Source: an optimization exercise on an open RTL-to-GDS flow (aim: small area and a short achievable clock period). Production flows keep margins and buffers that such runs may drop. The RTL was checked by simulation tests, not by an equivalence proof against the original design. No activity file was given, so power comes from the tool's default toggle rates.

## flow/design.v

```verilog
`timescale 1ns / 1ps
module rf_read_port(
    input  [4:0]     rs,
    input  [1023:32] rf_flat,
    input  [31:1]    rf_v,
    input            byp,
    input  [31:0]    wdata,
    output [31:0]    rd
    );
    wire [31:0] dec = 32'd1 << rs;
    wire [31:1] sel = dec[31:1] & rf_v;
    wire nv = ~(|sel);
    reg [31:0] m;
    integer i;
    always @(*) begin
        m = {27'd0, {5{nv}} & rs};
        for (i = 1; i < 32; i = i + 1)
            m = m | ({32{sel[i]}} & rf_flat[32*i +: 32]);
    end
    assign rd = byp ? wdata : m;
endmodule
`timescale 1ns / 1ps
module add32nc(
    input  [31:0] a,
    input  [31:0] b,
    output [31:0] s
    );
    assign s = a + b;
endmodule
module add8cs(
    input  [7:0] a,
    input  [7:0] b,
    output [7:0] s0,
    output       c0,
    output [7:0] s1,
    output       c1
    );
    assign {c0, s0} = {1'b0, a} + {1'b0, b};
    assign {c1, s1} = {1'b0, a} + {1'b0, b} + 9'd1;
endmodule
module compare(
    input  [31:0] a,
    input  [31:0] b,
    output        ltu,
    output        lts,       
    output        ltsub      
    );
    wire lt_lo = a[30:0] < b[30:0];
    assign ltu   = (a[31] ^ b[31]) ? b[31] : lt_lo;
    assign lts   = (a[31] ^ b[31]) ? a[31] : lt_lo;
    assign ltsub = a[31] ^ b[31] ^ lt_lo;
endmodule
module shifter(
    input  [31:0] val,
    input  [4:0]  amt,
    input         big,
    input         fill,
    output [31:0] res
    );
    wire signed [32:0] sh_ext = {fill, val};
    wire signed [32:0] sh_rx = sh_ext >>> amt;
    assign res = big ? {32{fill}} : sh_rx[31:0];
endmodule
`timescale 1ns / 1ps
module dm_access(
    input  [511:0] dm_flat,
    input  [63:0]  dm_v,
    input  [5:0]   a,         
    input  [5:0]   b,
    input          we,        
    input  [1:0]   wsize,     
    input  [31:0]  wdata,
    output [31:0]  banks,
    output [3:0]   bvalid,
    output [1:0]   ma_lo,     
    output reg [63:0] bwe,    
    output [31:0]  wbank      
    );
    wire [2:0] lo = {1'b0, a[1:0]} + {1'b0, b[1:0]};
    wire c2 = lo[2];
    assign ma_lo = lo[1:0];
    wire [3:0] ah = a[5:2], bh = b[5:2];
    reg [15:0] rdec;
    reg [3:0] k;
    reg ok;
    integer q, n;
    always @(*) begin
        for (q = 0; q < 16; q = q + 1) begin
            k = q;
            ok = ((k[0] ^ ah[0] ^ bh[0]) == c2);
            for (n = 1; n < 4; n = n + 1)
                ok = ok & ((k[n] ^ ah[n] ^ bh[n]) == ((ah[n-1] == bh[n-1]) ? ah[n-1] : ~k[n-1]));
            rdec[q] = ok;
        end
    end
    wire [15:0] rdec1 = {rdec[14:0], 1'b0};
    wire [15:0] sel [0:3];
    assign sel[0] = (lo[1:0] > 2'd0) ? rdec1 : rdec;
    assign sel[1] = (lo[1:0] > 2'd1) ? rdec1 : rdec;
    assign sel[2] = (lo[1:0] > 2'd2) ? rdec1 : rdec;
    assign sel[3] = rdec;
    reg [31:0] bd;
    reg [3:0] bv;
    integer j, r;
    always @(*) begin
        bd = 32'd0; bv = 4'd0;
        for (j = 0; j < 4; j = j + 1)
            for (r = 0; r < 16; r = r + 1) begin
                bd[8*j +: 8] = bd[8*j +: 8] | ({8{sel[j][r] & dm_v[4*r+j]}} & dm_flat[8*(4*r+j) +: 8]);
                bv[j] = bv[j] | (sel[j][r] & dm_v[4*r+j]);
            end
    end
    assign banks = bd;
    assign bvalid = bv;
    wire [3:0] lane_en = (wsize == 2'd0) ? 4'b0001 : (wsize == 2'd1) ? 4'b0011 : 4'b1111;
    wire [3:0] bank_en = (lo[1:0] == 2'd0) ? lane_en :
                         (lo[1:0] == 2'd1) ? {lane_en[2:0], lane_en[3]} :
                         (lo[1:0] == 2'd2) ? {lane_en[1:0], lane_en[3:2]} :
                                             {lane_en[0],   lane_en[3:1]};
    assign wbank = (lo[1:0] == 2'd0) ? wdata :
                   (lo[1:0] == 2'd1) ? {wdata[23:0], wdata[31:24]} :
                   (lo[1:0] == 2'd2) ? {wdata[15:0], wdata[31:16]} :
                                       {wdata[7:0],  wdata[31:8]};
    always @(*) begin
        for (j = 0; j < 4; j = j + 1)
            for (r = 0; r < 16; r = r + 1)
                bwe[4*r+j] = we & bank_en[j] & sel[j][r];
    end
endmodule
`timescale 1ns / 1ps
module scpu_core(
    input clk,
    input rstn,
    output [31:0] pc,
    input [31:0] instr,
    output rf_we,
    output [4:0] rf_waddr,
    output [31:0] rf_wdata
    );
    integer i;
    function [31:0] rev32(input [31:0] x);
        integer k;
        for (k = 0; k < 32; k = k + 1) rev32[k] = x[31-k];
    endfunction
    reg [1023:32] rf_flat;         
    reg [31:1]    rf_v;
    reg [511:0]   dm_flat;         
    reg [63:0]    dm_v;
    reg [31:0] s0_q;               
    reg [31:8] s1_q;               
    reg [3:0]  c0_q;               
    reg [3:1]  c1_q;               
    reg        sub_q;              
    reg [3:0]  bv_q;               
    reg [31:0] res_q;              
    reg        sum_q, rev_q, jalr_q;
    reg [31:0] pc1_q, tgt_q;       
    reg        redir_q;            
    reg [5:0]  ma_q;               
    reg [4:0]  rd_q;
    reg we_q, ld_q;
    reg ldb_q, ldh_q, ldsx_q;
    wire [6:0] op  = instr[6:0];
    wire [2:0] f3  = instr[14:12];
    wire [6:0] f7  = instr[31:25];
    wire [4:0] rs1 = instr[19:15];
    wire [4:0] rs2 = instr[24:20];
    wire is_r    = (op == 7'b0110011);
    wire is_i    = (op == 7'b0010011);
    wire is_ld   = (op == 7'b0000011);
    wire is_st   = (op == 7'b0100011);
    wire is_br   = (op == 7'b1100011);
    wire is_jal  = (op == 7'b1101111);
    wire is_jalr = (op == 7'b1100111);
    wire is_lui  = (op == 7'b0110111);
    wire is_x10  = (op == 7'b0010000);    
    wire f7z = (f7 == 7'b0000000);
    wire f7s = (f7 == 7'b0100000);
    wire reg_write = is_r | is_i | is_ld | is_jal | is_jalr | is_lui | is_x10;
    wire alu_ri  = is_r | is_i;
    wire ri_std  = (is_r & f7z) | is_i;
    wire fn_sub  = is_r & f7s & (f3 == 3'd0);
    wire fn_sll  = alu_ri & f7z & (f3 == 3'd1);
    wire fn_slt  = ri_std & (f3 == 3'd2);
    wire fn_sltu = ri_std & (f3 == 3'd3);
    wire fn_xor  = ri_std & (f3 == 3'd4);
    wire fn_srl  = alu_ri & f7z & (f3 == 3'd5);
    wire fn_sra  = alu_ri & f7s & (f3 == 3'd5);
    wire fn_or   = ri_std & (f3 == 3'd6);
    wire fn_and  = ri_std & (f3 == 3'd7);
    wire fn_shl  = fn_sll | is_x10;
    wire fn_shift = fn_shl | fn_srl | fn_sra;
    wire fn_sum  = alu_ri & ~(fn_slt | fn_sltu | fn_xor | fn_or | fn_and | fn_shift);
    wire sub     = fn_sub | fn_slt | fn_sltu | is_br;
    wire byp1 = rf_we & (rf_waddr == rs1) & (rs1 != 5'd0);
    wire byp2 = rf_we & (rf_waddr == rs2) & (rs2 != 5'd0);
    wire [31:0] r1, r2;
    rf_read_port u_rp1(.rs(rs1), .rf_flat(rf_flat), .rf_v(rf_v), .byp(byp1), .wdata(rf_wdata), .rd(r1));
    rf_read_port u_rp2(.rs(rs2), .rf_flat(rf_flat), .rf_v(rf_v), .byp(byp2), .wdata(rf_wdata), .rd(r2));
    wire [31:0] imm_i  = {{20{instr[31]}}, instr[31:20]};
    wire [31:0] imm_iu = {20'b0, instr[31:20]};
    wire [31:0] imm_b  = {{21{instr[31]}}, instr[7], instr[30:25], instr[11:8]};
    wire [31:0] imm_j  = {{13{instr[31]}}, instr[19:12], instr[20], instr[30:21]};
    wire [31:0] opb = (is_r | is_br) ? r2 : ((is_i & (f3 == 3'd3)) ? imm_iu : imm_i);
    wire [31:0] ax = r1 ^ {32{sub}};
    wire [31:0] bs0, bs1;
    wire [3:0]  bc0, bc1;
    genvar gk;
    generate
        for (gk = 0; gk < 4; gk = gk + 1) begin : g_blk
            add8cs u_blk(.a(ax[8*gk +: 8]), .b(opb[8*gk +: 8]),
                         .s0(bs0[8*gk +: 8]), .c0(bc0[gk]), .s1(bs1[8*gk +: 8]), .c1(bc1[gk]));
        end
    endgenerate
    wire ltu, lts, ltsub;
    compare u_cmp(.a(r1), .b(opb), .ltu(ltu), .lts(lts), .ltsub(ltsub));
    wire [31:0] pc12 = pc + 32'd12;
    wire [31:0] sh_val = is_x10 ? rev32({12'd0, instr[31:12]}) :
                         fn_sll ? rev32(r1) : r1;
    wire [31:0] sh_b   = is_x10 ? pc12 : opb;
    wire [31:0] sh_res;
    shifter u_sh(.val(sh_val), .amt(sh_b[4:0]), .big(|sh_b[31:5]),
                 .fill(fn_sra & r1[31]), .res(sh_res));
    wire [31:0] pc1 = pc + 32'd1;
    wire [31:0] res =
        ({32{fn_slt}}  & {31'd0, lts}) |
        ({32{fn_sltu}} & {31'd0, ltu}) |
        ({32{fn_xor}}  & (r1 ^ opb)) |
        ({32{fn_or}}   & (r1 | opb)) |
        ({32{fn_and}}  & (r1 & opb)) |
        ({32{fn_shift}} & sh_res) |
        ({32{is_jal | is_jalr}} & pc1) |
        ({32{is_lui}}  & {instr[31:12], 12'd0});
    wire [31:0] pcimm;
    add32nc u_pcimm(.a(pc), .b(is_jal ? imm_j : imm_b), .s(pcimm));
    wire eq = (r1 == r2);
    wire lt = ltsub;                                  
    reg taken;
    always @(*) begin
        case (f3)
        3'd0: taken = eq;
        3'd1: taken = ~eq;
        3'd4: taken = lt;
        3'd5: taken = ~lt;
        3'd7: taken = 1'b1;
        default: taken = 1'b0;
        endcase
    end
    wire redir = is_jal | (is_br & taken);            
    wire [5:0] moff = is_st ? {instr[30:25], instr[11:7]} : instr[25:20];
    wire [1:0] ma_lo;
    wire [5:0] ma = r1[5:0] + moff;                
    wire [31:0] mbanks, wbank;
    wire [3:0] mbv;
    wire [63:0] bwe;
    dm_access u_dm(.dm_flat(dm_flat), .dm_v(dm_v), .a(r1[5:0]), .b(moff), .ma_lo(ma_lo), .we(is_st),
                   .wsize((f3 == 3'd0) ? 2'd0 : (f3 == 3'd1) ? 2'd1 : 2'd2),
                   .wdata(r2), .banks(mbanks), .bvalid(mbv), .bwe(bwe), .wbank(wbank));
    always @(posedge clk) begin
        for (i = 0; i < 64; i = i + 1)
            if (bwe[i]) dm_flat[8*i +: 8] <= wbank[8*(i%4) +: 8];
    end
    always @(posedge clk or negedge rstn) begin
        if (!rstn) dm_v <= 64'd0;
        else dm_v <= dm_v | bwe;
    end
    always @(posedge clk or negedge rstn) begin
        if (!rstn) begin
            pc1_q <= 32'd0;
            we_q <= 1'b0; ld_q <= 1'b0; redir_q <= 1'b0; jalr_q <= 1'b0;
        end else begin
            pc1_q <= pc1;
            we_q <= reg_write; ld_q <= is_ld; redir_q <= redir; jalr_q <= is_jalr;
        end
    end
    always @(posedge clk) begin
        res_q <= res;
        s0_q <= is_ld ? mbanks : bs0;
        s1_q <= bs1[31:8];
        c0_q <= bc0;
        c1_q <= bc1[3:1];
        sub_q <= sub;
        bv_q <= mbv;
        sum_q <= fn_sum;
        rev_q <= fn_shl;
        tgt_q <= pcimm;
        ma_q <= ma;
        rd_q <= instr[11:7];
        ldb_q <= (f3 == 3'd0) | (f3 == 3'd4);
        ldh_q <= (f3 == 3'd1) | (f3 == 3'd5);
        ldsx_q <= ~f3[2];
    end
    assign rf_we    = we_q;
    assign rf_waddr = rd_q;
    wire k1 = c0_q[0];
    wire k2 = k1 ? c1_q[1] : c0_q[1];
    wire k3 = k2 ? c1_q[2] : c0_q[2];
    wire [31:0] t = {k3 ? s1_q[31:24] : s0_q[31:24],
                     k2 ? s1_q[23:16] : s0_q[23:16],
                     k1 ? s1_q[15:8]  : s0_q[15:8],
                     s0_q[7:0]};
    wire [31:0] sum = t ^ {32{sub_q}};
    assign pc = jalr_q ? sum : redir_q ? tgt_q : pc1_q;
    reg [31:0] banks;
    reg [4:0] brow;
    integer j;
    always @(*) begin
        for (j = 0; j < 4; j = j + 1) begin
            brow = {1'b0, ma_q[5:2]} + ((ma_q[1:0] > j) ? 5'd1 : 5'd0);
            banks[8*j +: 8] = bv_q[j] ? s0_q[8*j +: 8] :
                              brow[4] ? 8'd0 : {2'd0, brow[3:0], j[1:0]};
        end
    end
    wire [31:0] mword = (ma_q[1:0] == 2'd0) ? banks :
                        (ma_q[1:0] == 2'd1) ? {banks[7:0],  banks[31:8]} :
                        (ma_q[1:0] == 2'd2) ? {banks[15:0], banks[31:16]} :
                                              {banks[23:0], banks[31:24]};
    wire [31:0] ldata;
    assign ldata[7:0]   = mword[7:0];
    assign ldata[15:8]  = ldb_q ? {8{ldsx_q & mword[7]}} : mword[15:8];
    assign ldata[31:16] = ldb_q ? {16{ldsx_q & mword[7]}} :
                          ldh_q ? {16{ldsx_q & mword[15]}} : mword[31:16];
    assign rf_wdata = ld_q  ? ldata :
                      sum_q ? sum :
                      rev_q ? rev32(res_q) : res_q;
    reg [31:1] rf_wsel;
    always @(*) begin
        for (i = 1; i < 32; i = i + 1)
            rf_wsel[i] = rf_we & (rf_waddr == i);
    end
    always @(posedge clk) begin
        for (i = 1; i < 32; i = i + 1)
            if (rf_wsel[i]) rf_flat[32*i +: 32] <= rf_wdata;
    end
    always @(posedge clk or negedge rstn) begin
        if (!rstn) rf_v <= 31'd0;
        else rf_v <= rf_v | rf_wsel;
    end
endmodule
```

## flow/run.sh

```bash
#!/bin/bash
# synth_recipe.tcl (not shown) runs the flow's synth.tcl, then flattens the netlist and writes it again
# the make line also repeats each setting of config.mk as NAME=value (left out here)
make -C /OpenROAD-flow-scripts/flow DESIGN_CONFIG=/design/flow/config.mk WORK_HOME=/design/flow/orfs CLKGATE_MAP_FILE= SYNTH_SCRIPT=/design/flow/synth_recipe.tcl finish
```

## flow/config.mk

```make
export PLATFORM = sky130hd
export DESIGN_NAME = scpu_core
export DESIGN_NICKNAME = scpu_core
export VERILOG_FILES = /design/flow/design.v
export SDC_FILE = /design/flow/constraint.sdc
export NUM_CORES = 4
export LEC_CHECK = 0
export CAP_MARGIN = 20
export CORE_MARGIN = 2
export CORE_UTILIZATION = 45
export CTS_CLUSTER_DIAMETER = 80
export CTS_CLUSTER_SIZE = 25
export PLACE_DENSITY = 0.6
export SETUP_SLACK_MARGIN = 5
export SLEW_MARGIN = 20
export SYNTH_HIERARCHICAL = 1
export TNS_END_PERCENT = 0
```

## flow/constraint.sdc

```tcl
create_clock -name core_clock -period 11.0 [get_ports {clk}]
set_input_delay 2.2000 -clock core_clock [delete_from_list [all_inputs] [get_ports {clk}]]
set_output_delay 2.2000 -clock core_clock [all_outputs]
set_load 0.01 [all_outputs]
```

==> results.cfg, run 1 <==
[outcome]
status = finished clean

[floorplan]
initial_core_util = 0.452
ioPinCount = 104
dieWidth_um = 446
rows = 162
core-area_um2 = 195000
die_h_um = 446
die_area_um2 = 199000

[clocking]
clk_pin_slew_ps = 90
root_buffer = clkbuf_16
clk_path_buf_depth = 3
cts_sinks = 1781
cts_buffers = 103
clkLatencyLatePin_ps = 870
cts_tree = built
htreeDepth = 3

[global_routing]
antenna_found_initial = 35
grt_pass1_vias = 68700
grt_usage = 0.407
grt_max_degree = 80
grt_overflow = 0
grt_pass1_wl_um = 562000

[worst_setup_path]
cp.arrival_ps = 7350
rr_worst_depth = 30
critPathLaunchType = primary input
worstPathRequired_ps = 11680
worstPathMaxFanout = 11
reg2reg_to = res_q[0]$_DFF_P_
path_class = in2reg
reg2reg_from = ma_q[1]$_DFF_P_
cp-end-kind = flip-flop
rrSetupSlack_ps = 4640

[sta]
slew_viol_final = 0
max_clock_freq_mhz = 150
tightestPinTransition_ps = 1250
skew_ps = 63.4
min_period_ps = 6670
setup_viol_count_final = 0
finalCritPeriodShare = 0.606
holdWs_ps = 466
setup_tns_ps = 0
slew-limit-headroom = 0.164
finalHoldViolations = 0
rsz0062_at_grt = yes

[final_layout]
nFillCells = 16500
syn2layout_area_growth_pct = 15.8
drive_above_1_share = 0.205
multi_input_area_um2 = 36800
final_cell_mix = edfxtp_1 (1504), buf_4 (424), a22oi_1 (403), nand2_1 (365), a22o_1 (321)
finish.utilization = 0.524
regArea_um2 = 51400
layout.nets = 7532
final_common_cell = edfxtp_1

[drt]
num_vias = 74600
drc = 0
wire_per_inst_um = 41.6
totalWireLength_um = 418000
antenna_left = 0
drt-pass1-iter-count = 14
vias_per_cell = 7.42
first_iter_violations = 14000

[hold_path]
hold_class = reg2reg
hold_path_end = dm_v[48]$_DFF_PN0_
holdPathStages = 1
worstHoldStart = dm_v[48]$_DFF_PN0_

[placed_design]
port_buffers = 103
gp_congestion = 1.02
place_hpwl_um = 259000

[pwr]
p_leak_uw = 0.0358
powerDensity_nw_per_um2 = 154
combPwrFrac = 0.212
p_sw_frac = 0.320
ir_worst_vdd_mv = 0.163
p_seq_frac = 0.497
p_sw_uw = 5010
p_clk_frac = 0.291
p_int_uw = 10700
p_total_uw = 15700

[run]
cap_violations = 0

[logic_synthesis]
synthCells = 7085
synth.avg_cell_area_um2 = 12.4
yosys_warnings = 9
synth_area_um2 = 88100
syn_nets = 7307
## worst max-delay path, stage by stage
cell and delay [ps]:
buf_4 180, and2_4 260, and3_4 230, buf_4 180, buf_4 210, a221oi_1 420, nand4_1 360, o32a_4 490
buf_4 170, nor2_1 80, nand4_1 240, o21ai_1 190, nand3_1 140, a221oi_2 260, nand4_1 170, buf_6 190
or2_4 280, o21ai_2 150, nand2_2 100, a222oi_1 580, o2111ai_1 240
## registers in the layout, summed over array words and instances (netlist names), 24 cells and up
signal and flops:
tgt_q 32, rf_v 31, pc1_q 32, s0_q 32, dm_v 64, s1_q 24
dm_flat 512, res_q 32, rf_flat 992
## layout make-up
type / count / area share
Sequential cell: 1781 / 0.504
Clock inverter: 64 / 0.00820
Multi-Input combinational cell: 4604 / 0.361
Inverter: 185 / 0.00696
Timing Repair inverter: 2 / 0.000123
Tap cell: 2624 / 0.0322
Antenna cell: 30 / 0.000736
Clock buffer: 127 / 0.0271
Timing Repair Buffer: 633 / 0.0599
## power groups by stage
stage	combinational, µW	sequential, µW	clock (µW)
after CTS	3220	7790	4540
final	3330	7800	4560
after floorplan	1860	7780	0
after global placement	2920	7930	0
after global routing	3480	7810	4770
after detailed placement	2940	7930	0
## per-layer routing
| layer | track usage | vias up | wire (µm) |
|---|---|---|---|
| met5 | 0.00586 | - | 278 |
| met2 | 0.582 | 6820 | 172000 |
| li1 | - | 28900 | - |
| met4 | 0.301 | 32 | 40100 |
| met3 | 0.156 | 2097 | 59900 |
| met1 | 0.500 | 36700 | 146000 |
## how the worst max path moves through the flow
stage	startpoint	end	slack [ps]	cells past startpoint
finish	instr[20]	res_q[28]$_DFF_P_	4330	21
global route	instr[16]	s0_q[25]$_DFF_P_	4210	18
CTS	ma_q[1]$_DFF_P_	rf_wdata[12]	4730	14
detailed placement	instr[24]	res_q[5]$_DFF_P_	1350	17
global placement	instr[23]	res_q[17]$_DFF_P_	1380	17
floorplan	instr[17]	s0_q[12]$_DFF_P_	4590	20
## metrics by stage
step | worst slack [ps] | cell area, µm² | std cells
floorplan | 4590 | 88700 | 7085
global placement | 1380 | 93200 | 9552
detailed placement | 1350 | 93200 | 9553
CTS | 4730 | 102000 | 10000
global route | 4210 | 102000 | 10000
finish | 4330 | 102000 | 10100
## what timing repair did
action,4_1_cts,5_1_grt
setup buffers,232,10
pin swaps,127,32
cloned,32,2
hold buffers,0,0
endpoints found under the hold margin,0,0
resized for setup,577,18
endpoints found under the setup margin,1255,704
==> inputs of run 2 (changes only) <==
--- a/flow/config.mk
+++ b/flow/config.mk
@@ -7,10 +7,10 @@
 export LEC_CHECK = 0
 export CAP_MARGIN = 20
 export CORE_MARGIN = 2
-export CORE_UTILIZATION = 45
+export CORE_UTILIZATION = 40
 export CTS_CLUSTER_DIAMETER = 80
 export CTS_CLUSTER_SIZE = 25
-export PLACE_DENSITY = 0.6
+export PLACE_DENSITY = 0.55
 export SETUP_SLACK_MARGIN = 5
 export SLEW_MARGIN = 20
 export SYNTH_HIERARCHICAL = 1
==> run 2 against run 1 <==
  * Still clean on timing, DRC and antenna
  * Non-clock buffer count is 68 higher
  * Die area is 12% higher
  * Synthesized area stayed put
  * Synthesized cell count stayed put
  * Critical path depth is 2 higher
==> results.cfg, run 2 <==
[global_routing]
use_met2 = 0.555
grt_usage = 0.374
grt_overflow = 0
antenna_found_initial = 26
top_usage_layer = met2
met3_usage = 0.116
grt_max_degree = 65
grt_pass1_vias = 68900
grt_pass1_wl_um = 580000
use_met1 = 0.468

[floorplan]
dieWidth_um = 473
initial_core_util = 0.402
rows = 172
die_h_um = 473
ioPinCount = 104
die_area_um2 = 224000
core-area_um2 = 219000

[clocking]
cts_sinks = 1781
cts_tree = built
clk_pin_slew_ps = 90
clk_path_buf_depth = 3
htreeDepth = 3
clkLatencyLatePin_ps = 840
cts_buffers = 105
root_buffer = clkbuf_16

[drt]
antenna_left = 0
vias_per_cell = 7.14
first_iter_violations = 13300
drt-pass1-iter-count = 8
totalWireLength_um = 432000
wire_per_inst_um = 41.8
drc = 0
num_vias = 73900

[placed_design]
port_buffers = 103
dp_slack_ps = 1370
dpl-instance-area_um2 = 93800
place_hpwl_um = 273000
gp_congestion = 0.976

[logic_synthesis]
yosys_warnings = 9
synth.avg_cell_area_um2 = 12.4
synthCells = 7085
syn_nets = 7307
synth_area_um2 = 88100

[outcome]
status = finished clean

[final_layout]
top_regs = rf_flat: 992 flops, dm_flat: 512 flops, dm_v: 64 flops
regMostFlops = rf_flat
final_cell_area_um2 = 103000
syn2layout_area_growth_pct = 17.3
final_cell_mix = edfxtp_1 (1504), buf_4 (461), a22oi_1 (402), nand2_1 (369), a22o_1 (319)
final_common_cell = edfxtp_1
drive_above_1_share = 0.218
largest_reg_flops = 992
layout.nets = 7598

[sta]
rsz0062_at_grt = yes
slew-limit-headroom = 0.180
max_clock_freq_mhz = 148
setup_tns_ps = 0
fin_ws_ps = 4270
tightestPinTransition_ps = 1220
skew_ps = 50.4
setup_viol_count_final = 0
slew_viol_final = 0
finalHoldViolations = 0
finalCritPeriodShare = 0.612
min_period_ps = 6730

[pwr]
p_leak_uw = 0.0362
p_total_uw = 15800
powerDensity_nw_per_um2 = 153
ir_worst_vdd_mv = 0.135

[worst_setup_path]
cp-end-kind = flip-flop
worstPathRequired_ps = 11720
cp.arrival_ps = 7460
path_class = in2reg
max_stage_delay_ps = 450
path_cells = buf_6, and2_4, and3_4, buf_6, buf_12, a22o_1, a221oi_4, nand4_1, o32a_1, nor3_4, nand4_1, o21ai_1, nand3_1, a221oi_2, nand4_1, buf_4, nor3_2, buf_4, buf_6, a21oi_4, a222oi_1, o211ai_1, a21o_1
critPathLaunchType = primary input
cp_num_buf_inv = 6
slowest_stage = o32a_1
crit_family = compound AO/OA/AOI/OAI gates
worstPathMaxFanout = 11

[hold_path]
hold_class = reg2reg

[run]
cap_violations = 0
-- run 2: worst reg2reg max path, delay by kind of cell, from the launching register on --
kind	cells	cell delay, ps
simple gates	7	2130
compound gates	7	1620
buf+inv	4	950
xor+xnor	1	770
mux	1	460
flops	1	330
-- run 2: final timing paths --
| path | start | endpoint | slack, ps | depth (start not counted) |
|---|---|---|---|---|
| min in group asynchronous | rstn | dm_v[20]$_DFF_PN0_ | 1310 | 1 |
| max reg2reg | sub_q$_DFF_P_ | res_q[26]$_DFF_P_ | 4650 | 20 |
| min | dm_v[48]$_DFF_PN0_ | dm_v[48]$_DFF_PN0_ | 470 | 1 |
| max | instr[20] | res_q[26]$_DFF_P_ | 4270 | 23 |
| min reg2reg | dm_v[48]$_DFF_PN0_ | dm_v[48]$_DFF_PN0_ | 470 | 1 |
| max in group asynchronous | rstn | redir_q$_DFF_PN0_ | 7620 | 3 |
-- run 2: routing by layer --
layer | vias up | share of wire
li1 | 29000 | -
met1 | 37100 | 0.36
met2 | 6149 | 0.42
met3 | 1728 | 0.13
met4 | 16 | 0.087
met5 | - | 0.00026
-- run 2: timing repair --
item / 4_1_cts / 5_1_grt
gates resized for setup: 526 / 97
setup endpoints to repair: 1251 / 1217
setup buffers: 254 / 38
pin swaps: 144 / 63
cloned: 20 / 2
hold endpoints to repair: 0 / 0
hold buffers: 0 / 0
-- run 2: final cells by class --
cell class / count / area, µm²
multi-input cells: 4601 / 37000
clock inverters: 62 / 822
repair buffers: 701 / 6860
well taps: 2871 / 3590
fillers: 19400 / 116000
clock buffers: 133 / 2860
diodes: 23 / 57.6
flip-flops and latches: 1781 / 51400
repair inverters: 1 / 5.00
inverters: 185 / 718
-- run 2: stage by stage --
stage | hold slack (ps) | utilization | instances
detailed placement | 449 | 0.428 | 9826
floorplan | 427 | - | 7085
global placement | 440 | 0.428 | 9826
CTS | 468 | 0.467 | 10300
global route | 474 | 0.471 | 10300
finish | 468 | 0.471 | 10400
-- run 2: report_power, final --
group	switching, µW	internal (µW)	total [µW]
Combinational	2180	1160	3340
Clock	2600	2060	4660
Sequential	246	7550	7800
==> inputs of run 3 (changes only) <==
--- a/flow/config.mk
+++ b/flow/config.mk
@@ -7,10 +7,10 @@
 export LEC_CHECK = 0
 export CAP_MARGIN = 20
 export CORE_MARGIN = 2
-export CORE_UTILIZATION = 40
+export CORE_UTILIZATION = 50
 export CTS_CLUSTER_DIAMETER = 80
 export CTS_CLUSTER_SIZE = 25
-export PLACE_DENSITY = 0.55
+export PLACE_DENSITY = 0.65
 export SETUP_SLACK_MARGIN = 5
 export SLEW_MARGIN = 20
 export SYNTH_HIERARCHICAL = 1
==> run 3 against run 2 <==
  * Power fell by 0.30%
  * Critical endpoint is now res_q[9]$_DFF_P_
  * Sequential share of layout area decreased by 0.13 points
  * Via count rose by 4.5%
  * Critical path depth decreased by 6
  * Clock skew grew 32 ps
  * Core utilization grew 12 points
==> results.cfg, run 3 <==
[final_layout]
regArea_um2 = 51400
layout.nets = 7628
top_regs = rf_flat: 992 flops, dm_flat: 512 flops, dm_v: 64 flops
nFillCells = 13900
final_cells = 9874
final_cell_mix = edfxtp_1 (1504), buf_4 (448), a22oi_1 (406), nand2_1 (367), a22o_1 (321)
regMostFlops = rf_flat
multi_input_area_um2 = 37400
final_cell_area_um2 = 104000
final_common_cell = edfxtp_1
drive_above_1_share = 0.222
syn2layout_area_growth_pct = 17.6
largest_reg_flops = 992

[logic_synthesis]
synth.avg_cell_area_um2 = 12.4
synthCells = 7085
yosys_warnings = 9
synth_area_um2 = 88100
syn_nets = 7307

[pwr]
p_leak_uw = 0.0367
ir_worst_vdd_mv = 0.165
powerDensity_nw_per_um2 = 152

[global_routing]
use_met1 = 0.543
top_usage_layer = met2
grt_overflow = 0
use_met2 = 0.630
grt_pass1_wl_um = 568000
grt_pass1_vias = 69600
met3_usage = 0.219
antenna_found_initial = 38
grt_usage = 0.457
grt_max_degree = 65

[clocking]
cts_buffers = 101
root_buffer = clkbuf_16
cts_sinks = 1781
clk_pin_slew_ps = 100
htreeDepth = 3
clkLatencyLatePin_ps = 870
clk_path_buf_depth = 3
cts_tree = built

[placed_design]
dpl-instance-area_um2 = 92800
dp_cells = 9265
port_buffers = 103
gp_congestion = 1.01
place_hpwl_um = 248000

[floorplan]
initial_core_util = 0.502
core-area_um2 = 176000
die_h_um = 424
dieWidth_um = 424
ioPinCount = 104
rows = 154
die_area_um2 = 180000

[worst_setup_path]
rrSetupSlack_ps = 4740
reg2reg_from = ma_q[1]$_DFF_P_
reg2reg_to = res_q[0]$_DFF_P_
worstPathMaxFanout = 13
rr_worst_depth = 32
cp-end-kind = flip-flop
cp.arrival_ps = 7380
worstPathRequired_ps = 11650
path_class = in2reg
critPathLaunchType = primary input

[hold_path]
worstHoldStart = dm_v[48]$_DFF_PN0_
hold_class = reg2reg
hold_path_end = dm_v[48]$_DFF_PN0_
holdPathStages = 1

[drt]
drt-pass1-iter-count = 14
first_iter_violations = 16400
num_vias = 77300
vias_per_cell = 7.83
wire_per_inst_um = 43.0
antenna_left = 0
totalWireLength_um = 424000
drc = 0

[sta]
skew_ps = 82.5
finalHoldViolations = 0
min_period_ps = 6730
slew-limit-headroom = 0.125
slew_viol_final = 0
tightestPinTransition_ps = 1310
max_clock_freq_mhz = 149
rsz0062_at_grt = yes
setup_viol_count_final = 0
finalCritPeriodShare = 0.612
setup_tns_ps = 0

[outcome]
status = finished clean

[run]
cap_violations = 0
-- run 3: cell types whose count changed in the layout (fill, tap and decap cells not counted), moves of 8 or more --
cell             previous run  this run
o32a_2                     21        11
o32a_4                     19        27
buf_4                     461       448
clkdlybuf4s50_1            87        77
diode_2                    23        45
buf_8                      11        20
bufbuf_16                   2        16
and3_4                     67        78
dlygate4sd2_1               4        13
-- run 3: per-layer routing --
layer  up-vias  wire [µm]
li1      29100          -
met1     37400     139000
met2      8133     169000
met3      2588      71200
met4        45      43900
met5         -       1060
-- run 3: cell type report --
type / instances / share of cell area
inverter: 185 / 0.00691
sequential: 1781 / 0.496
timing repair inverter: 2 / 0.000121
multi-input combinational: 4619 / 0.361
timing repair buffer: 716 / 0.0719
clock buffer: 128 / 0.0261
clock inverter: 58 / 0.00873
tap: 2340 / 0.0283
antenna: 45 / 0.00109
-- run 3: worst max-delay path, stage by stage --
cell and delay, ps:
buf_6 220, and3b_2 290, and3_4 260, buf_4 260, buf_4 230, a221oi_1 420
nand4_1 460, o32a_2 710, nand2_1 130, a31oi_1 210, mux2_2 360, o22ai_1 180
a211oi_2 90, o21ai_0 400, o21ai_0 290, a222oi_1 440, o211ai_1 160
-- run 3: worst max-delay path by stage --
| stage | startpoint | end | slack (ps) | cells past startpoint |
|---|---|---|---|---|
| 2_1_floorplan | instr[17] | s0_q[12]$_DFF_P_ | 4590 | 20 |
| 3_3_place_gp | instr[24] | res_q[0]$_DFF_P_ | 1290 | 22 |
| 3_5_place_dp | instr[21] | res_q[0]$_DFF_P_ | 1370 | 22 |
| 4_1_cts | instr[21] | res_q[0]$_DFF_P_ | 4770 | 23 |
| 5_1_grt | instr[21] | res_q[31]$_DFF_P_ | 4510 | 23 |
| 6_report | instr[16] | res_q[9]$_DFF_P_ | 4270 | 17 |
-- run 3: power breakdown --
| group | internal, µW | switching, µW | total [µW] |
|---|---|---|---|
| sequential | 7550 | 263 | 7810 |
| combinational | 1180 | 2190 | 3370 |
| clock | 2010 | 2550 | 4560 |
| total | 10700 | 5000 | 15700 |
-- run 3: repair_timing --
item	4_1_cts	5_1_grt
gates cloned	50	7
hold buffers	0	0
setup buffers	256	65
gates resized for setup	610	152
pin swaps	140	102
setup endpoints to repair	1251	690
-- run 3: per-stage QoR --
step                total power, µW   util  hold WS (ps)  setup WS [ps]
floorplan                      9640      -           427           4590
global placement              10800  0.529           448           1290
detailed placement            10800  0.529           440           1370
CTS                           15500  0.581           468           4770
global route                  16100  0.590           482           4510
finish                        15700  0.590           467           4270

[port drivers added, routing unchanged]
The flow's constraints put no driver on any port. The routed layouts listed below were extracted and timed again, unchanged, in two steps. Step 1 sets driving cells, clkbuf_16 on the clock port and buf_2 on the other inputs (assumed; they add their load-dependent delay and slew). Step 2, shift: input delay + t, output delay - t, t = (earliest + latest rising clock arrival at the registers) / 2. This alone moves slack from input paths to output paths. a / b / c = ideal ports / drivers / drivers and shift; a / b = the first two.
run | t, ns | slack for setup (ns) | hold WS [ns] | worst setup path at the end
run 1 | 0.946 | 4.332 / 4.376 / 3.430 | 0.466 / 0.466 / 0.466 | input to register
run 2 | 0.896 | 4.266 / 4.172 / 3.276 | 0.468 / 0.468 / 0.468 | input to register
run 3 | 0.909 | 4.271 / 4.312 / 3.402 | 0.467 / 0.467 / 0.467 | input to register
After both steps setup and hold are still met in every run listed. The setup slack of run 2, which loses most, moves by -0.094 ns with the drivers and by -0.990 ns with both steps.
